This is an optimization exercise on Yosys and OpenROAD, whose aim is small area, a short achievable clock period and few clock cycles per item, not a production implementation. In this exercise RTL edits were held to simulation tests only and were not proved equivalent to the original. No activity file was given, so power comes from the tool's default toggle rates.

==> flow/design.v (excerpt) <==
module SQRT(
	RST,
	CLK,
	IN_VALID,
	IN,
	OUT_VALID,
	OUT
);
==> flow/config.mk <==
export PLATFORM = sky130hd
export DESIGN_NAME = SQRT
export DESIGN_NICKNAME = SQRT
export VERILOG_FILES = /design/flow/design.v
export SDC_FILE = /design/flow/constraint.sdc
export NUM_CORES = 4
export LEC_CHECK = 0
export CAP_MARGIN = 20
export CORE_MARGIN = 2
export CORE_UTILIZATION = 60
export SLEW_MARGIN = 20
==> flow/constraint.sdc <==
create_clock -name core_clock -period 10.0 [get_ports {CLK}]
set_input_delay 2.0000 -clock core_clock [delete_from_list [all_inputs] [get_ports {CLK}]]
set_output_delay 2.0000 -clock core_clock [all_outputs]
set_load 0.01 [all_outputs]
standard.sh (not shown) runs the stock make flow with config.mk's settings and CLKGATE_MAP_FILE= SYNTH_SCRIPT=/design/flow/synth_recipe.tcl, a recipe that flattens the netlist after the stock synthesis.
==> flow/flow/run.sh <==
#!/bin/bash
# Standard layout, except:
# - ABC maps the logic with flow/area.abc (area-oriented) instead of the speed script;
#   everything else in synthesis is the standard script (synth_recipe.tcl), so the
#   registers and their names are the standard synthesis's;
# - the smallest buffer on each input and output port;
# - timing repair aimed at a setup slack well beyond the required 0.
set -euo pipefail
W=$PWD
export BUFFER_PORTS_ARGS="-buffer_cell sky130_fd_sc_hd__buf_1"
export SETUP_SLACK_MARGIN=7.0
export MY_ABC_SCRIPT=$W/flow/area.abc
export FLOW_SYNTH_TCL=$W/synth_recipe.tcl
sed "s#SYNTH_SCRIPT=[^ ]*#SYNTH_SCRIPT=$W/flow/my_synth.tcl#" standard.sh > my_standard.sh
grep -q "SYNTH_SCRIPT=$W/flow/my_synth.tcl" my_standard.sh
bash my_standard.sh > standard_make.log 2>&1
==> flow/flow/area.abc <==
strash
&get -n
&dch -f
&nf -R 1000
&put
topo
==> flow/flow/my_synth.tcl <==
# The standard synthesis, with its ABC mapping script replaced by the one in MY_ABC_SCRIPT.
proc abc {args} {
  set i [lsearch -exact $args -script]
  if { $i >= 0 && [info exists ::env(MY_ABC_SCRIPT)] } {
    set args [lreplace $args [expr {$i + 1}] [expr {$i + 1}] $::env(MY_ABC_SCRIPT)]
  }
  yosys abc {*}$args
}
source $::env(FLOW_SYNTH_TCL)
Testbench counts at the start, summed over its fixed seeds: cycles 41,608, items 3,200.
Edit:
--- a/flow/flow/run.sh
+++ b/flow/flow/run.sh
@@ -11 +11 @@
-export SETUP_SLACK_MARGIN=7.0
+export SETUP_SLACK_MARGIN=7.1
==> flow/flow/area.abc (replaced) <==
strash
dch
map -a
topo
Wire length grows by about a fifth.
Die area grows by a few percent.
Final area grows by roughly a tenth.
Fmax grows by a few percent.
Clock-buffer cell count grows by 2.
Hold slack barely changes.
First-iteration DRC count shrinks by well over a third.
Global-route usage grows by 2.2 points.
Area after synthesis grows by a few percent.
Via count grows by roughly a tenth.
Sequential share of layout area shrinks by 3.2 points.
Edit:
--- a/flow/flow/run.sh
+++ b/flow/flow/run.sh
@@ -11 +11 @@
-export SETUP_SLACK_MARGIN=7.1
+export SETUP_SLACK_MARGIN=6.8
==> flow/flow/area.abc (replaced) <==
strash
&get -n
&dch -f
&nf -R 1000
&put
topo
Worst setup slack degrades by 0.16 ns.
Routed wire length came out lower by 13%.
Total power shrinks by 14%.
Core utilization fell by 9.5 points.
Die area shrinks by 3.2%.
Clock-buffer cell count grows by 1.
Combinational power goes down by 29%.
Worst hold slack is better by 0.022 ns.
Global-route usage goes down by 3.0 points.
Area after synthesis came out lower by 3.4%.
Via count decreases by 10%.
Edit:
==> flow/flow/area.abc (replaced) <==
strash
dch
map -a
topo
=>
- The new run completed with no timing, DRC or antenna violations
- setup slack gets better by 0.028 ns
- total power went up by 0.87%
- global-route usage goes up by 0.57 points
- sequential power barely changes
- hold slack got worse by 0.036 ns
- via count increases by 5.0%

Another version of the RTL of SQRT (not shown whole).
Size: about 240 cells after synthesis, about 34 flip-flops, roughly 32 I/O pins.
==> flow/config.mk <==
export PLATFORM = sky130hd
export DESIGN_NAME = SQRT
export DESIGN_NICKNAME = SQRT
export VERILOG_FILES = /design/flow/design.v
export SDC_FILE = /design/flow/constraint.sdc
export NUM_CORES = 4
export LEC_CHECK = 0
export CAP_MARGIN = 20
export CORE_MARGIN = 2
export CORE_UTILIZATION = 60
export SLEW_MARGIN = 20
==> flow/constraint.sdc <==
create_clock -name core_clock -period 10.0 [get_ports {CLK}]
set_input_delay 2.0000 -clock core_clock [delete_from_list [all_inputs] [get_ports {CLK}]]
set_output_delay 2.0000 -clock core_clock [all_outputs]
set_load 0.01 [all_outputs]
==> flow/flow/run.sh <==
#!/bin/bash
# Standard layout, except:
# - ABC maps the logic with flow/area.abc (area-oriented) instead of the speed script;
#   everything else in synthesis is the standard script (synth_recipe.tcl), so the
#   registers and their names are the standard synthesis's;
# - the smallest buffer on each input and output port;
# - timing repair aimed at a setup slack well beyond the required 0.
set -euo pipefail
W=$PWD
export BUFFER_PORTS_ARGS="-buffer_cell sky130_fd_sc_hd__buf_1"
export SETUP_SLACK_MARGIN=6.9
export RECOVER_POWER=100
export MY_ABC_SCRIPT=$W/flow/area.abc
export FLOW_SYNTH_TCL=$W/synth_recipe.tcl
sed "s#SYNTH_SCRIPT=[^ ]*#SYNTH_SCRIPT=$W/flow/my_synth.tcl#" standard.sh > my_standard.sh
grep -q "SYNTH_SCRIPT=$W/flow/my_synth.tcl" my_standard.sh
bash my_standard.sh > standard_make.log 2>&1
==> flow/flow/area.abc <==
strash
&get -n
&dch -f
&nf -R 1000
&put
topo
Scripts as last shown in full above: flow/flow/my_synth.tcl
Testbench counts at the start, summed over its fixed seeds: cycles 41,608, items 3,200.
Then changed:
--- a/flow/flow/run.sh
+++ b/flow/flow/run.sh
@@ -9,6 +9,5 @@
 W=$PWD
 export BUFFER_PORTS_ARGS="-buffer_cell sky130_fd_sc_hd__buf_1"
-export SETUP_SLACK_MARGIN=6.9
-export RECOVER_POWER=100
+export SETUP_SLACK_MARGIN=7.0
 export MY_ABC_SCRIPT=$W/flow/area.abc
 export FLOW_SYNTH_TCL=$W/synth_recipe.tcl
- CORE_UTILIZATION: 60 -> 75
Clock power rises by 80%; synthesized cell count is unchanged; total power rises by 21%; combinational power rises by 10%.
Then changed:
- CORE_UTILIZATION: 75 -> 60
- CTS_BUF_LIST: default -> sky130_fd_sc_hd__clkbuf_8
- CTS_CLUSTER_DIAMETER: default -> 200
- CTS_CLUSTER_SIZE: default -> 40
=>
- The changed run finished with timing, DRC and antenna clean
- critical path depth increases by 5
- core utilization goes down by 17 points
- hold slack gets worse by 6.4 ps
- power came out lower by roughly a tenth
- setup slack gets better by 5.0 ps
- sequential share of layout area is about the same
- combinational power drops by a few percent
- count of clock-buffer cells in the layout is unchanged
- cell area shrinks slightly
Then changed:
--- a/flow/flow/run.sh
+++ b/flow/flow/run.sh
@@ -9,5 +9,6 @@
 W=$PWD
 export BUFFER_PORTS_ARGS="-buffer_cell sky130_fd_sc_hd__buf_1"
-export SETUP_SLACK_MARGIN=7.0
+export SETUP_SLACK_MARGIN=6.9
+export CTS_ARGS="-sink_clustering_enable -repair_clock_nets -dont_use_dummy_load -sink_clustering_size 50 -sink_clustering_max_diameter 200 -root_buf sky130_fd_sc_hd__clkbuf_8 -buf_list sky130_fd_sc_hd__clkbuf_8"
 export MY_ABC_SCRIPT=$W/flow/area.abc
 export FLOW_SYNTH_TCL=$W/synth_recipe.tcl
- CTS_BUF_LIST: sky130_fd_sc_hd__clkbuf_8 -> default
- CTS_CLUSTER_DIAMETER: 200 -> default
- CTS_CLUSTER_SIZE: 40 -> default
What happened: The changed run ran to the end with no violations. Sequential share of layout area goes up by 0.89 points. Via count goes up by 0.82%. Setup slack gets better by 18 ps. Flip-flop and latch count does not change.
Then changed:
--- a/flow/flow/run.sh
+++ b/flow/flow/run.sh
@@ -10,5 +10,5 @@
 export BUFFER_PORTS_ARGS="-buffer_cell sky130_fd_sc_hd__buf_1"
 export SETUP_SLACK_MARGIN=6.9
-export CTS_ARGS="-sink_clustering_enable -repair_clock_nets -dont_use_dummy_load -sink_clustering_size 50 -sink_clustering_max_diameter 200 -root_buf sky130_fd_sc_hd__clkbuf_8 -buf_list sky130_fd_sc_hd__clkbuf_8"
+export CTS_ARGS="-sink_clustering_enable -repair_clock_nets -dont_use_dummy_load"
 export MY_ABC_SCRIPT=$W/flow/area.abc
 export FLOW_SYNTH_TCL=$W/synth_recipe.tcl
- CORE_UTILIZATION: 60 -> 65
The new run finished clean.
Via count goes up by 1.5%.
Power is lower by 5.8%.
Fmax is lower by 0.60%.
Combinational power rises by 2.5%.
Register-to-register slack gains 30 ps.
Clock power fell by 25%.
Worst hold slack is about the same.
Then changed:
--- a/flow/flow/run.sh
+++ b/flow/flow/run.sh
@@ -9,6 +9,5 @@
 W=$PWD
 export BUFFER_PORTS_ARGS="-buffer_cell sky130_fd_sc_hd__buf_1"
-export SETUP_SLACK_MARGIN=6.9
-export CTS_ARGS="-sink_clustering_enable -repair_clock_nets -dont_use_dummy_load"
+export SETUP_SLACK_MARGIN=6.7
 export MY_ABC_SCRIPT=$W/flow/area.abc
 export FLOW_SYNTH_TCL=$W/synth_recipe.tcl
- CORE_UTILIZATION: 65 -> 60
Total power hardly moves.
Utilization came out lower by 6.9 points.
Sequential power stays flat.
Setup slack gets worse by 180 ps.
Cell area came out lower by about 0.56%.
Die area came out higher by about 8%.
First-iteration DRC count came out lower by 15%.
Clock-buffer cell count came out higher by 2.

The RTL this note starts from:
==> flow/design.v <==
module SQRT(
	RST,
	CLK,
	IN_VALID,
	IN,
	OUT_VALID,
	OUT
);
input CLK;
input RST;
input [15:0] IN;
input IN_VALID;
output [11:0] OUT;
output OUT_VALID;
reg OUT_VALID;
reg [13:0] G;       
reg [2:0] L;        
reg [13:0] E;       
reg formP;          
reg cin;            
wire idle = ~E[0];
reg [12:0] hot;
reg run;
integer i;
always @(*) begin
	run = 1'b1;
	for (i = 0; i < 13; i = i + 1) begin
		run = run & E[i];
		hot[i] = run & ~E[i+1];
	end
end
wire last = hot[0];
wire [12:0] B = E[13:1];
wire [14:0] sum = {1'b0, G} + {2'b01, ~B} + {14'd0, cin};
wire acc = sum[14];
wire xbit = L[2] ^ ~(L[1] | L[0]);   
wire inbit = (formP | acc) ? xbit : L[2];
wire [13:0] rem = acc ? sum[13:0] : G;
wire big = (&IN[15:4]) & (|IN[3:0]);
always @(posedge CLK) begin
	if (idle) begin
		G <= big ? 14'd0 : {1'b0, IN[15:3]};
		L <= big ? 3'd0 : IN[2:0];
		formP <= 1'b0;
		cin <= |IN[2:0];
	end else begin
		cin <= formP | acc | (|L[1:0]);
		G <= {rem[12:0], inbit};
		L <= {L[1:0], 1'b0};
		formP <= formP | acc;
	end
end
always @(posedge CLK) begin
	if (RST)
		E[0] <= 1'b0;
	else if (IN_VALID)
		E[0] <= 1'b1;
	else if (hot[0])
		E[0] <= 1'b0;
	for (i = 1; i < 14; i = i + 1) begin
		if (IN_VALID)
			E[i] <= (i < 12);
		else if (i >= 2 && hot[i-2])
			E[i] <= acc;
		else if (i < 13 && hot[i])
			E[i] <= 1'b0;
	end
end
assign OUT = E[13:2];
always @(posedge CLK) begin
	if (RST)
		OUT_VALID <= 1'b0;
	else
		OUT_VALID <= last;
end
endmodule
Settings: LEC_CHECK=0, CAP_MARGIN=20, CORE_MARGIN=2, CORE_UTILIZATION=60, SLEW_MARGIN=20; clock period 10.0 ns.
==> flow/flow/run.sh <==
#!/bin/bash
# Standard layout, except:
# - ABC maps the logic with flow/area.abc (area-oriented) instead of the speed script;
#   everything else in synthesis is the standard script (synth_recipe.tcl), so the
#   registers and their names are the standard synthesis's;
# - the smallest buffer on each input and output port;
# - timing repair aimed at a setup slack well beyond the required 0.
set -euo pipefail
W=$PWD
export BUFFER_PORTS_ARGS="-buffer_cell sky130_fd_sc_hd__buf_1"
export SETUP_SLACK_MARGIN=6.9
export MY_ABC_SCRIPT=$W/flow/area.abc
export FLOW_SYNTH_TCL=$W/synth_recipe.tcl
sed "s#SYNTH_SCRIPT=[^ ]*#SYNTH_SCRIPT=$W/flow/my_synth.tcl#" standard.sh > my_standard.sh
grep -q "SYNTH_SCRIPT=$W/flow/my_synth.tcl" my_standard.sh
bash my_standard.sh > standard_make.log 2>&1
Scripts as last shown in full above: flow/flow/area.abc, flow/flow/my_synth.tcl
Testbench counts at the start, summed over its fixed seeds: cycles 41,608, items 3,200.
Edit:
--- a/flow/flow/run.sh
+++ b/flow/flow/run.sh
@@ -9,5 +9,5 @@
 W=$PWD
 export BUFFER_PORTS_ARGS="-buffer_cell sky130_fd_sc_hd__buf_1"
-export SETUP_SLACK_MARGIN=6.9
+export SETUP_SLACK_MARGIN=7.0
 export MY_ABC_SCRIPT=$W/flow/area.abc
 export FLOW_SYNTH_TCL=$W/synth_recipe.tcl
- The changed run completed without violations
- setup slack gets worse by 3.2 ps
- synthesized area does not change
- wire length drops by about 1.2%
- via count drops by about 1.2%
- global-route usage does not change
- utilization climbs by 0.54 points
- count of clock-buffer cells in the layout does not change
- power climbs by 0.49%
- sequential share of layout area drops by 0.27 points
- first-iteration DRC count drops by about 6%
- flip-flop and latch count does not change
Edit:
--- a/flow/flow/run.sh
+++ b/flow/flow/run.sh
@@ -9,5 +9,6 @@
 W=$PWD
 export BUFFER_PORTS_ARGS="-buffer_cell sky130_fd_sc_hd__buf_1"
-export SETUP_SLACK_MARGIN=7.0
+export SETUP_SLACK_MARGIN=6.9
+export CTS_ARGS="-sink_clustering_enable -repair_clock_nets -dont_use_dummy_load"
 export MY_ABC_SCRIPT=$W/flow/area.abc
 export FLOW_SYNTH_TCL=$W/synth_recipe.tcl
Settings changed: CORE_UTILIZATION 60 to 45.
What happened: The new run ran to the end with no violations. Setup slack improved by 71 ps. Total power came out higher by 4.2%. Cell area climbs by 2.1%. Wire length increases by 3.0%. Synthesized cell count does not change. Clock-buffer cell count drops by 1. Fmax rose by 2.5%. Sequential cell count stays the same. Die area is higher by 31%. Hold slack degrades by 8.3 ps.

[separate check: timing with driven ports]
In the flow no input, the clock included, has a driving cell. The finished layouts below were timed again as built, in two steps.
Step 1: set_driving_cell puts a clkbuf_16 on CLK and a buf_2 on each other input, an assumption about the parent block.
Step 2 also shifts input and output timing later by t, the mid clock arrival at the registers, as if the neighbouring blocks saw the same clock.
a / b / c = ideal / step 1 / step 2; a / b = the first two.
| run | shift t [ns] | setup WS [ns] | worst setup path after step 2 |
|---|---|---|---|
| the first run of note 1 | 0.344 | 7.067 / 7.047 / 6.839 | input to register |
| the second run of note 1 | 0.363 | 7.134 / 7.111 / 6.838 | input to register |
| the third run of note 1 | 0.360 | 6.969 / 6.969 / 6.736 | input to register |
| the fourth run of note 1 | 0.355 | 6.997 / 6.982 / 6.799 | input to register |
| the first run of note 2 | 0.351 | 6.519 / 6.519 / 6.505 | input to register |
| the second run of note 2 | 0.364 | 7.044 / 7.022 / 6.763 | input to register |
| the third run of note 2 | 0.299 | 7.049 / 7.051 / 6.752 | input to register |
| the fourth run of note 2 | 0.296 | 7.067 / 7.069 / 6.773 | input to register |
| the fifth run of note 2 | 0.360 | 7.049 / 7.026 / 6.800 | input to register |
| the sixth run of note 2 | 0.357 | 6.868 / 6.870 / 6.513 | input to register |
| the first run of note 3 | 0.351 | 7.058 / 7.037 / 6.774 | input to register |
| the second run of note 3 | 0.351 | 7.055 / 7.034 / 6.777 | input to register |
| the third run of note 3 | 0.305 | 7.126 / 7.101 / 6.833 | input to register |
After both steps setup and hold are still met in every run listed. The setup slack of the sixth run of note 2, which loses most, moves by +0.002 ns with the drivers and by -0.355 ns with both steps.
